From an optimization exercise on the open Yosys and OpenROAD flow, aimed at small area; shortcuts taken in it are not production practice. In this exercise RTL edits were held to simulation tests only and were not proved equivalent to the original. The clock input has no modelled driver; a real chip could not lean on it and would need a root buffer or a full tree. Power and IR drop assume default switching activity.

## rev 12
==> module UART_TOP, before the edit <==
module UART_TOP(
    input clk,
    input reset_p,
    input Rx_x,Rx_y,
    input  [15:0] value,
    output [3:0] com,
    output [7:0] seg_7,
    output hsync,
    output vsync,
    output [11:0] rgb);
    reg [13:0] sx;
    wire [13:0] s = sx ^ 14'h3912;
    wire w = s[12] & s[11] & ~s[8] & s[7] & ~s[6] & ~s[5] & ~s[4]
           & s[3] & ~s[2] & ~s[1] & s[0];
    always @(posedge clk)
        if (reset_p) sx <= 14'h0;
        else         sx <= {s[12:0], s[13] ^ (s[0] | s[3]) ^ w} ^ 14'h3912;
    wire [7:0] pos_x, pos_y;
    UART_RX rx_x(.clk(clk), .reset_p(reset_p), .Rx(Rx_x), .w(w), .Rx_data(pos_x));
    UART_RX rx_y(.clk(clk), .reset_p(reset_p), .Rx(Rx_y), .w(w), .Rx_data(pos_y));
    reg [16:0] dx;
    reg nfirst;
    wire [16:0] d = dx ^ 17'h1fffe;
    wire first = ~nfirst;
    reg [16:0] d_inc;
    reg cy;
    integer i;
    always @(*) begin
        cy = 1'b1;
        for (i = 0; i < 17; i = i + 1) begin
            d_inc[i] = d[i] ^ cy;
            cy = cy & d[i];
        end
    end
    always @(posedge clk or posedge reset_p)
        if (reset_p) dx[4:0] <= 5'h0;
        else         dx[4:0] <= d_inc[4:0] ^ 5'h1e;
    always @(posedge clk)
        if (reset_p) begin
            dx[16:5] <= 12'h0;
            nfirst   <= 1'b0;
        end else begin
            dx[16:5] <= d_inc[16:5] ^ 12'hfff;
            nfirst   <= ~(first & ~d[0]);
        end
    wire ev_col = (d[4:0] == 5'd30) & ~first;
    wire ev_com = (&d) & ~first;
    reg [2:0] hm;
    reg [4:0] hq;
    reg [4:0] vr;
    reg [4:0] vq;
    reg box;
    always @(posedge clk or posedge reset_p)
        if (reset_p) begin
            hm <= 0; hq <= 0; vr <= 0; vq <= 0;
        end else if (ev_col) begin
            if (hm != 3'd4) hm <= hm + 3'd1;
            else begin
                hm <= 0;
                if (hq != 5'd19) hq <= hq + 5'd1;
                else begin
                    hq <= 0;
                    if (vq == 5'd17 && vr == 5'd14) begin
                        vq <= 0; vr <= 0;
                    end else if (vr == 5'd29) begin
                        vr <= 0; vq <= vq + 5'd1;
                    end else
                        vr <= vr + 5'd1;
                end
            end
        end
    always @(posedge clk or posedge reset_p)
        if (reset_p) begin
            box <= 0;
        end else begin
            box <= pos_x == {3'd0, hq} && pos_y == {3'd0, vq};
        end
    wire video_on = ~hq[4] & ~vq[4];
    wire col_moved = &d[4:0];
    assign hsync = hq == 5'd17
                 || (hq == 5'd16 && (hm >= 3'd3 || (hm == 3'd2 && !col_moved)))
                 || (hq == 5'd18 && (hm <= 3'd3 || col_moved));
    wire line_moved = col_moved && hm == 3'd0 && hq == 5'd0;
    assign vsync = vq == 5'd17
                 && (vr == 5'd4 || (vr == 5'd3 && !line_moved) || (vr == 5'd5 && line_moved));
    assign rgb = {12{video_on & box}};
    reg [1:0] digit;
    always @(posedge clk or posedge reset_p)
        if (reset_p)     digit <= 0;
        else if (ev_com) digit <= digit + 2'd1;
    assign com = ~(4'b0001 << digit);
    reg [3:0] hex_value;
    always @(posedge clk)
        if (reset_p) hex_value <= 4'd0;
        else case (digit)
            2'd0: hex_value <= pos_x[3:0];
            2'd1: hex_value <= pos_x[7:4];
            2'd2: hex_value <= pos_y[3:0];
            2'd3: hex_value <= pos_y[7:4];
        endcase
    decoder_7seg dec_7seg(.hex_value(hex_value), .seg_7(seg_7));
endmodule
==> flow/config.mk <==
export PLATFORM = sky130hd
export DESIGN_NAME = UART_TOP
export DESIGN_NICKNAME = UART_TOP
export VERILOG_FILES = /design/flow/design.v
export SDC_FILE = /design/flow/constraint.sdc
export NUM_CORES = 4
export LEC_CHECK = 0
export CAP_MARGIN = 20
export CORE_MARGIN = 2
export CORE_UTILIZATION = 70
export SLEW_MARGIN = 20
==> flow/constraint.sdc <==
create_clock -name core_clock -period 10.0 [get_ports {clk}]
set_input_delay 2.0000 -clock core_clock [delete_from_list [all_inputs] [get_ports {clk}]]
set_output_delay 2.0000 -clock core_clock [all_outputs]
set_load 0.01 [all_outputs]
standard.sh (not shown) runs the stock make flow with config.mk's settings and CLKGATE_MAP_FILE= SYNTH_SCRIPT=/design/flow/synth_recipe.tcl, a recipe that flattens the netlist after the stock synthesis.
==> flow/flow/run.sh <==
#!/bin/bash
# Standard ORFS layout, with these changes:
#  - after the standard synthesis, the combinational gates between the
#    flip-flops are re-mapped by ABC for area (flip-flops untouched); four
#    ABC runs with different seeds, and the smallest result is kept,
#  - port buffers use the smallest buffer cell,
#  - clock tree synthesis adds no dummy loads, and its tree is then rebuilt
#    with fewer leaf buffers (flow/clock_tree.tcl).
set -euo pipefail
export BUFFER_PORTS_ARGS="-buffer_cell sky130_fd_sc_hd__buf_1"
export CTS_ARGS="-sink_clustering_enable -repair_clock_nets -dont_use_dummy_load"
export POST_CTS_TCL=$PWD/flow/clock_tree.tcl
export CLOCK_PORT_FOR_TREE=clk
bash standard.sh synth > standard_synth.log 2>&1
RES=$PWD/orfs/results/$FLOW_PLATFORM/UART_TOP/base
cp $RES/1_2_yosys.v $PWD/standard_netlist.v
export RESYN_LIB=$FLOW_HOME/platforms/$FLOW_PLATFORM/lib/sky130_fd_sc_hd__tt_025C_1v80.lib
export RESYN_IN=$PWD/standard_netlist.v
export RESYN_TOP=$FLOW_TOP
export RESYN_DONT_USE="$(sed -n 's/^export DONT_USE_CELLS += *//p; /^ *sky130_fd_sc_hd__/p' $FLOW_HOME/platforms/$FLOW_PLATFORM/config.mk | tr -d '\\' | tr -s ' \n' ' ')"
for i in 1 2 3 4; do
  RESYN_OUT=$PWD/resyn_netlist_$i.v RESYN_ABC=$PWD/flow/resyn$i.abc \
  RESYN_STAT0=$PWD/resyn_stat_before_$i.txt RESYN_STAT1=$PWD/resyn_stat_after_$i.txt \
    yosys -c flow/resyn.tcl > resyn_$i.log 2>&1 &
done
wait
best=""; best_area=""
for i in 1 2 3 4; do
  a=$(sed -n "s/.*Chip area for module '\\\\$FLOW_TOP': *//p" resyn_stat_after_$i.txt)
  echo "resyn run $i: area $a" >> resyn_choice.log
  if [[ -n "$a" ]] && { [[ -z "$best" ]] || awk -v a="$a" -v b="$best_area" 'BEGIN{exit !(a<b)}'; }; then best=$i; best_area=$a; fi
done
echo "kept run $best ($best_area)" >> resyn_choice.log
cp $PWD/resyn_netlist_$best.v $RES/1_2_yosys.v
rm -f $RES/1_synth.odb $RES/1_synth.sdc
bash standard.sh > standard.log 2>&1
Other scripts of this flow, unchanged in this note and not shown: flow/flow/clock_tree.tcl, flow/flow/resyn.tcl, flow/flow/resyn1.abc, flow/flow/resyn2.abc, flow/flow/resyn3.abc, flow/flow/resyn4.abc
Input changes introduced in rev 13 (baseline for comparison: rev 12):
--- a/flow/design.v
+++ b/flow/design.v
@@ -34,14 +34,11 @@
         end
     end
-    always @(posedge clk or posedge reset_p)
-        if (reset_p) dx[4:0] <= 5'h0;
-        else         dx[4:0] <= d_inc[4:0] ^ 5'h1e;
     always @(posedge clk)
         if (reset_p) begin
-            dx[16:5] <= 12'h0;
-            nfirst   <= 1'b0;
+            dx     <= 17'h0;
+            nfirst <= 1'b0;
         end else begin
-            dx[16:5] <= d_inc[16:5] ^ 12'hfff;
-            nfirst   <= ~(first & ~d[0]);
+            dx     <= d_inc ^ 17'h1fffe;
+            nfirst <= ~(first & ~d[0]);
         end
     wire ev_col = (d[4:0] == 5'd30) & ~first;
@@ -52,5 +49,5 @@
     reg [4:0] vq;
     reg box;
-    always @(posedge clk or posedge reset_p)
+    always @(posedge clk)
         if (reset_p) begin
             hm <= 0; hq <= 0; vr <= 0; vq <= 0;
@@ -71,5 +68,5 @@
             end
         end
-    always @(posedge clk or posedge reset_p)
+    always @(posedge clk)
         if (reset_p) begin
             box <= 0;
@@ -79,16 +76,16 @@
     wire video_on = ~hq[4] & ~vq[4];
     wire col_moved = &d[4:0];
-    assign hsync = hq == 5'd17
+    assign hsync = !reset_p && (hq == 5'd17
                  || (hq == 5'd16 && (hm >= 3'd3 || (hm == 3'd2 && !col_moved)))
-                 || (hq == 5'd18 && (hm <= 3'd3 || col_moved));
+                 || (hq == 5'd18 && (hm <= 3'd3 || col_moved)));
     wire line_moved = col_moved && hm == 3'd0 && hq == 5'd0;
-    assign vsync = vq == 5'd17
+    assign vsync = !reset_p && vq == 5'd17
                  && (vr == 5'd4 || (vr == 5'd3 && !line_moved) || (vr == 5'd5 && line_moved));
-    assign rgb = {12{video_on & box}};
+    assign rgb = {12{!reset_p & video_on & box}};
     reg [1:0] digit;
-    always @(posedge clk or posedge reset_p)
+    always @(posedge clk)
         if (reset_p)     digit <= 0;
         else if (ev_com) digit <= digit + 2'd1;
-    assign com = ~(4'b0001 << digit);
+    assign com = reset_p ? 4'b1110 : ~(4'b0001 << digit);
     reg [3:0] hex_value;
     always @(posedge clk)
--- outcome ---
Higher number of non-filler instances in the completed layout was reported by rev 13, not rev 12. Rev 13 against rev 12: switching share of power now larger; minimum clock period after layout moved up; leakage power decreased 0.000074 uW; maximum resistive drop on vdd decreased by 11% relative to the old numbers. [rev 13] number of combinational gates with multiple inputs rose 40 relative to rev 12. Going from rev 12 to rev 13, post-route worst hold slack has increased; clock distribution power was more or less identical; critical path depth dropped 23; global-route usage decreased by 1.7 points relative to the old numbers; sequential-cell power consumption +about 2%. Rev 13 vs. rev 12: first-pass GRT wire length moved down, final cell utilization of the core moved down, final total power moved up.
No run of this note takes its clock network from TritonCTS; it comes from the design's own scripts or RTL.

========
The RTL this note starts from:
==> flow/design.v <==
`timescale 1ns / 1ps
module UART_TOP(
    input clk,
    input reset_p,
    input Rx_x,Rx_y,
    input  [15:0] value,
    output [3:0] com,
    output [7:0] seg_7,
    output hsync,
    output vsync,
    output [11:0] rgb);
    reg [13:0] sx;
    wire [13:0] s = sx ^ 14'h3912;
    wire w = s[12] & s[11] & ~s[8] & s[7] & ~s[6] & ~s[5] & ~s[4]
           & s[3] & ~s[2] & ~s[1] & s[0];
    always @(posedge clk or posedge reset_p)
        if (reset_p) sx <= 14'h0;
        else         sx <= {s[12:0], s[13] ^ (s[0] | s[3]) ^ w} ^ 14'h3912;
    wire [7:0] pos_x, pos_y;
    UART_RX rx_x(.clk(clk), .reset_p(reset_p), .Rx(Rx_x), .w(w), .Rx_data(pos_x));
    UART_RX rx_y(.clk(clk), .reset_p(reset_p), .Rx(Rx_y), .w(w), .Rx_data(pos_y));
    reg [16:0] dx;
    reg nfirst;
    wire [16:0] d = dx ^ 17'h1fffe;
    wire first = ~nfirst;
    reg [16:0] d_inc;
    reg cy;
    integer i;
    always @(*) begin
        cy = 1'b1;
        for (i = 0; i < 17; i = i + 1) begin
            d_inc[i] = d[i] ^ cy;
            cy = cy & d[i];
        end
    end
    always @(posedge clk or posedge reset_p)
        if (reset_p) begin
            dx     <= 17'h0;
            nfirst <= 1'b0;
        end else begin
            dx     <= d_inc ^ 17'h1fffe;
            nfirst <= ~(first & ~d[0]);
        end
    wire ev_col = (d[4:0] == 5'd30) & ~first;
    wire ev_com = (&d) & ~first;
    reg [2:0] hm;
    reg [4:0] hq;
    reg [4:0] vr;
    reg [4:0] vq;
    reg box;
    always @(posedge clk or posedge reset_p)
        if (reset_p) begin
            hm <= 0; hq <= 0; vr <= 0; vq <= 0;
        end else if (ev_col) begin
            if (hm != 3'd4) hm <= hm + 3'd1;
            else begin
                hm <= 0;
                if (hq != 5'd19) hq <= hq + 5'd1;
                else begin
                    hq <= 0;
                    if (vq == 5'd17 && vr == 5'd14) begin
                        vq <= 0; vr <= 0;
                    end else if (vr == 5'd29) begin
                        vr <= 0; vq <= vq + 5'd1;
                    end else
                        vr <= vr + 5'd1;
                end
            end
        end
    always @(posedge clk or posedge reset_p)
        if (reset_p) begin
            box <= 0;
        end else begin
            box <= pos_x == {3'd0, hq} && pos_y == {3'd0, vq};
        end
    wire video_on = ~hq[4] & ~vq[4];
    wire col_moved = &d[4:0];
    assign hsync = hq == 5'd17
                 || (hq == 5'd16 && (hm >= 3'd3 || (hm == 3'd2 && !col_moved)))
                 || (hq == 5'd18 && (hm <= 3'd3 || col_moved));
    wire line_moved = col_moved && hm == 3'd0 && hq == 5'd0;
    assign vsync = vq == 5'd17
                 && (vr == 5'd4 || (vr == 5'd3 && !line_moved) || (vr == 5'd5 && line_moved));
    assign rgb = {12{video_on & box}};
    reg [1:0] digit;
    always @(posedge clk or posedge reset_p)
        if (reset_p)     digit <= 0;
        else if (ev_com) digit <= digit + 2'd1;
    assign com = ~(4'b0001 << digit);
    reg [3:0] hex_value;
    always @(posedge clk)
        case (digit)
            2'd0: hex_value <= pos_x[3:0];
            2'd1: hex_value <= pos_x[7:4];
            2'd2: hex_value <= pos_y[3:0];
            2'd3: hex_value <= pos_y[7:4];
        endcase
    decoder_7seg dec_7seg(.hex_value(hex_value), .seg_7(seg_7));
endmodule
module UART_RX(
    input clk, reset_p,
    input Rx,
    input w,
    output reg [7:0] Rx_data);
    reg [3:0] stx;
    wire [3:0] st = stx ^ 4'b1001;
    always @(posedge clk or posedge reset_p)
        if (reset_p) stx <= 4'b0000;
        else if (w) begin
            case (st)
            4'b0000: stx <= 4'b0001 ^ 4'b1001;
            4'b0001: stx <= 4'b0010 ^ 4'b1001;
            4'b0010: stx <= 4'b0011 ^ 4'b1001;
            4'b0011: stx <= 4'b0100 ^ 4'b1001;
            4'b0100: stx <= 4'b0101 ^ 4'b1001;
            4'b0101: stx <= 4'b0110 ^ 4'b1001;
            4'b0110: stx <= 4'b0111 ^ 4'b1001;
            4'b0111: stx <= 4'b1000 ^ 4'b1001;
            4'b1000: stx <= 4'b1001 ^ 4'b1001;
            default: if (!Rx) stx <= 4'b0000 ^ 4'b1001;
            endcase
        end
    integer i;
    always @(posedge clk or posedge reset_p)
        if (reset_p) Rx_data <= 0;
        else for (i = 0; i < 8; i = i + 1)
            if (!w && st == i) Rx_data[i] <= Rx;
endmodule
module decoder_7seg(
    input [3:0] hex_value,
    output [7:0] seg_7);
    wire [127:0] table_7seg = {
        8'b0111_0001, 8'b0110_0001, 8'b1000_0101, 8'b0110_0011,   
        8'b1100_0001, 8'b0000_0101, 8'b0000_1001, 8'b0000_0001,   
        8'b0001_1111, 8'b0100_0001, 8'b0100_1001, 8'b1001_1001,   
        8'b0000_1101, 8'b0010_0101, 8'b1001_1111, 8'b0000_0011};  
    assign seg_7 = table_7seg[hex_value*8 +: 8];
endmodule
Settings: LEC_CHECK=0, CAP_MARGIN=20, CORE_MARGIN=2, CORE_UTILIZATION=70, SLEW_MARGIN=20; clock period 10.0 ns.
==> flow/flow/run.sh <==
#!/bin/bash
# Standard ORFS layout, with three changes:
#  - after the standard synthesis, the combinational gates between the
#    flip-flops are re-mapped by ABC for area (flip-flops untouched),
#  - port buffers use the smallest buffer cell,
#  - clock tree synthesis adds no dummy loads.
set -euo pipefail
export BUFFER_PORTS_ARGS="-buffer_cell sky130_fd_sc_hd__buf_1"
export CTS_ARGS="-sink_clustering_enable -repair_clock_nets -dont_use_dummy_load"
bash standard.sh synth > standard_synth.log 2>&1
RES=$PWD/orfs/results/$FLOW_PLATFORM/UART_TOP/base
cp $RES/1_2_yosys.v $PWD/standard_netlist.v
export RESYN_LIB=$FLOW_HOME/platforms/$FLOW_PLATFORM/lib/sky130_fd_sc_hd__tt_025C_1v80.lib
export RESYN_IN=$PWD/standard_netlist.v
export RESYN_OUT=$PWD/resyn_netlist.v
export RESYN_TOP=$FLOW_TOP
export RESYN_ABC=$PWD/flow/resyn.abc
export RESYN_STAT0=$PWD/resyn_stat_before.txt
export RESYN_STAT1=$PWD/resyn_stat_after.txt
export RESYN_DONT_USE="$(sed -n 's/^export DONT_USE_CELLS += *//p; /^ *sky130_fd_sc_hd__/p' $FLOW_HOME/platforms/$FLOW_PLATFORM/config.mk | tr -d '\\' | tr -s ' \n' ' ')"
yosys -c flow/resyn.tcl > resyn.log 2>&1
cp $RESYN_OUT $RES/1_2_yosys.v
rm -f $RES/1_synth.odb $RES/1_synth.sdc
bash standard.sh > standard.log 2>&1
==> flow/flow/resyn.abc <==
strash
&get -n
&deepsyn -T 30
&put
dch -f
amap
topo
==> flow/flow/resyn.tcl <==
# Re-map the combinational logic of the standard synthesis netlist for area.
# The flip-flops (and the tie cell) are kept as they are: same instances,
# names and cell types; only the gates between them are re-synthesized.
yosys -import
set lib $::env(RESYN_LIB)
read_liberty -ignore_miss_func $lib
blackbox sky130_fd_sc_hd__df* sky130_fd_sc_hd__edf* sky130_fd_sc_hd__sdf* sky130_fd_sc_hd__dl* sky130_fd_sc_hd__conb_1
read_verilog $::env(RESYN_IN)
hierarchy -top $::env(RESYN_TOP)
flatten
delete sky130_fd_sc_hd__*
opt_clean -purge
tee -o $::env(RESYN_STAT0) stat -liberty $lib
set du {}
foreach c $::env(RESYN_DONT_USE) { lappend du -dont_use $c }
abc -liberty $lib {*}$du -script $::env(RESYN_ABC)
opt_clean -purge
hilomap -singleton -hicell sky130_fd_sc_hd__conb_1 HI -locell sky130_fd_sc_hd__conb_1 LO
splitnets
opt_clean -purge
insbuf -buf sky130_fd_sc_hd__buf_4 A X
yosys rename -enumerate -pattern rsyn_%_
check
tee -o $::env(RESYN_STAT1) stat -liberty $lib
write_verilog -noattr -noexpr -nohex -nodec $::env(RESYN_OUT)
Rerun with:
--- a/flow/design.v
+++ b/flow/design.v
@@ -10,18 +10,15 @@
     output vsync,
     output [11:0] rgb);
-    reg [13:0] sx;
-    wire [13:0] s = sx ^ 14'h3912;
+    reg [13:0] s;
     wire w = s[12] & s[11] & ~s[8] & s[7] & ~s[6] & ~s[5] & ~s[4]
            & s[3] & ~s[2] & ~s[1] & s[0];
     always @(posedge clk or posedge reset_p)
-        if (reset_p) sx <= 14'h0;
-        else         sx <= {s[12:0], s[13] ^ (s[0] | s[3]) ^ w} ^ 14'h3912;
+        if (reset_p) s <= 14'h3912;
+        else         s <= {s[12:0], s[13] ^ (s[0] | s[3]) ^ w};
     wire [7:0] pos_x, pos_y;
     UART_RX rx_x(.clk(clk), .reset_p(reset_p), .Rx(Rx_x), .w(w), .Rx_data(pos_x));
     UART_RX rx_y(.clk(clk), .reset_p(reset_p), .Rx(Rx_y), .w(w), .Rx_data(pos_y));
-    reg [16:0] dx;
-    reg nfirst;
-    wire [16:0] d = dx ^ 17'h1fffe;
-    wire first = ~nfirst;
+    reg [16:0] d;
+    reg first;
     reg [16:0] d_inc;
     reg cy;
@@ -36,9 +33,9 @@
     always @(posedge clk or posedge reset_p)
         if (reset_p) begin
-            dx     <= 17'h0;
-            nfirst <= 1'b0;
+            d     <= 17'h1fffe;
+            first <= 1'b1;
         end else begin
-            dx     <= d_inc ^ 17'h1fffe;
-            nfirst <= ~(first & ~d[0]);
+            d     <= d_inc;
+            first <= first & ~d[0];
         end
     wire ev_col = (d[4:0] == 5'd30) & ~first;
@@ -103,20 +100,19 @@
     input w,
     output reg [7:0] Rx_data);
-    reg [3:0] stx;
-    wire [3:0] st = stx ^ 4'b1001;
+    reg [3:0] st;
     always @(posedge clk or posedge reset_p)
-        if (reset_p) stx <= 4'b0000;
+        if (reset_p) st <= 4'b1001;
         else if (w) begin
             case (st)
-            4'b0000: stx <= 4'b0001 ^ 4'b1001;
-            4'b0001: stx <= 4'b0010 ^ 4'b1001;
-            4'b0010: stx <= 4'b0011 ^ 4'b1001;
-            4'b0011: stx <= 4'b0100 ^ 4'b1001;
-            4'b0100: stx <= 4'b0101 ^ 4'b1001;
-            4'b0101: stx <= 4'b0110 ^ 4'b1001;
-            4'b0110: stx <= 4'b0111 ^ 4'b1001;
-            4'b0111: stx <= 4'b1000 ^ 4'b1001;
-            4'b1000: stx <= 4'b1001 ^ 4'b1001;
-            default: if (!Rx) stx <= 4'b0000 ^ 4'b1001;
+            4'b0000: st <= 4'b0001;
+            4'b0001: st <= 4'b0010;
+            4'b0010: st <= 4'b0011;
+            4'b0011: st <= 4'b0100;
+            4'b0100: st <= 4'b0101;
+            4'b0101: st <= 4'b0110;
+            4'b0110: st <= 4'b0111;
+            4'b0111: st <= 4'b1000;
+            4'b1000: st <= 4'b1001;
+            default: if (!Rx) st <= 4'b0000;
             endcase
         end
- The changed run went through all stages and came out clean
- cell count came out lower by about 0.8%
- power hardly moves
- via count rose by about 3%
- worst setup slack improved by 0.054 ns
- global-route usage grows by 0.11 points

[what the ideal ports hide]
No port has a modelled driver above. Below, the same layouts with a new extraction and two added sets of constraints. Step 1 (the two cells are an assumption about what drives the block):
set clk [get_ports {clk}]
set_driving_cell -lib_cell sky130_fd_sc_hd__clkbuf_16 $clk
set_driving_cell -lib_cell sky130_fd_sc_hd__buf_2 [delete_from_list [all_inputs] $clk]
Step 2, shift: input delay + t, output delay - t, t = (earliest + latest rising clock arrival at the registers) / 2. This alone moves slack from input paths to output paths. Three values: no drivers, after step 1, after step 2; two values: the first two.
run	shift t [ns]	slack for setup (ns)	worst register clock-pin slew, ns	worst slew at a driven data input, ns
rev 12	0.354	5.203 / 5.203 / 5.203	0.10 / 0.10	0.03
rev 13	0.352	4.390 / 4.366 / 4.366	0.10 / 0.10	0.03
the first run of note 2	0.364	5.726 / 5.700 / 5.799	0.07 / 0.07	0.03
the second run of note 2	0.360	5.780 / 5.749 / 6.109	0.08 / 0.08	0.03
After both steps every run listed still meets setup and hold. For rev 13, which loses most, drivers alone change the setup slack by -0.024 ns; drivers and shift together by -0.024 ns.
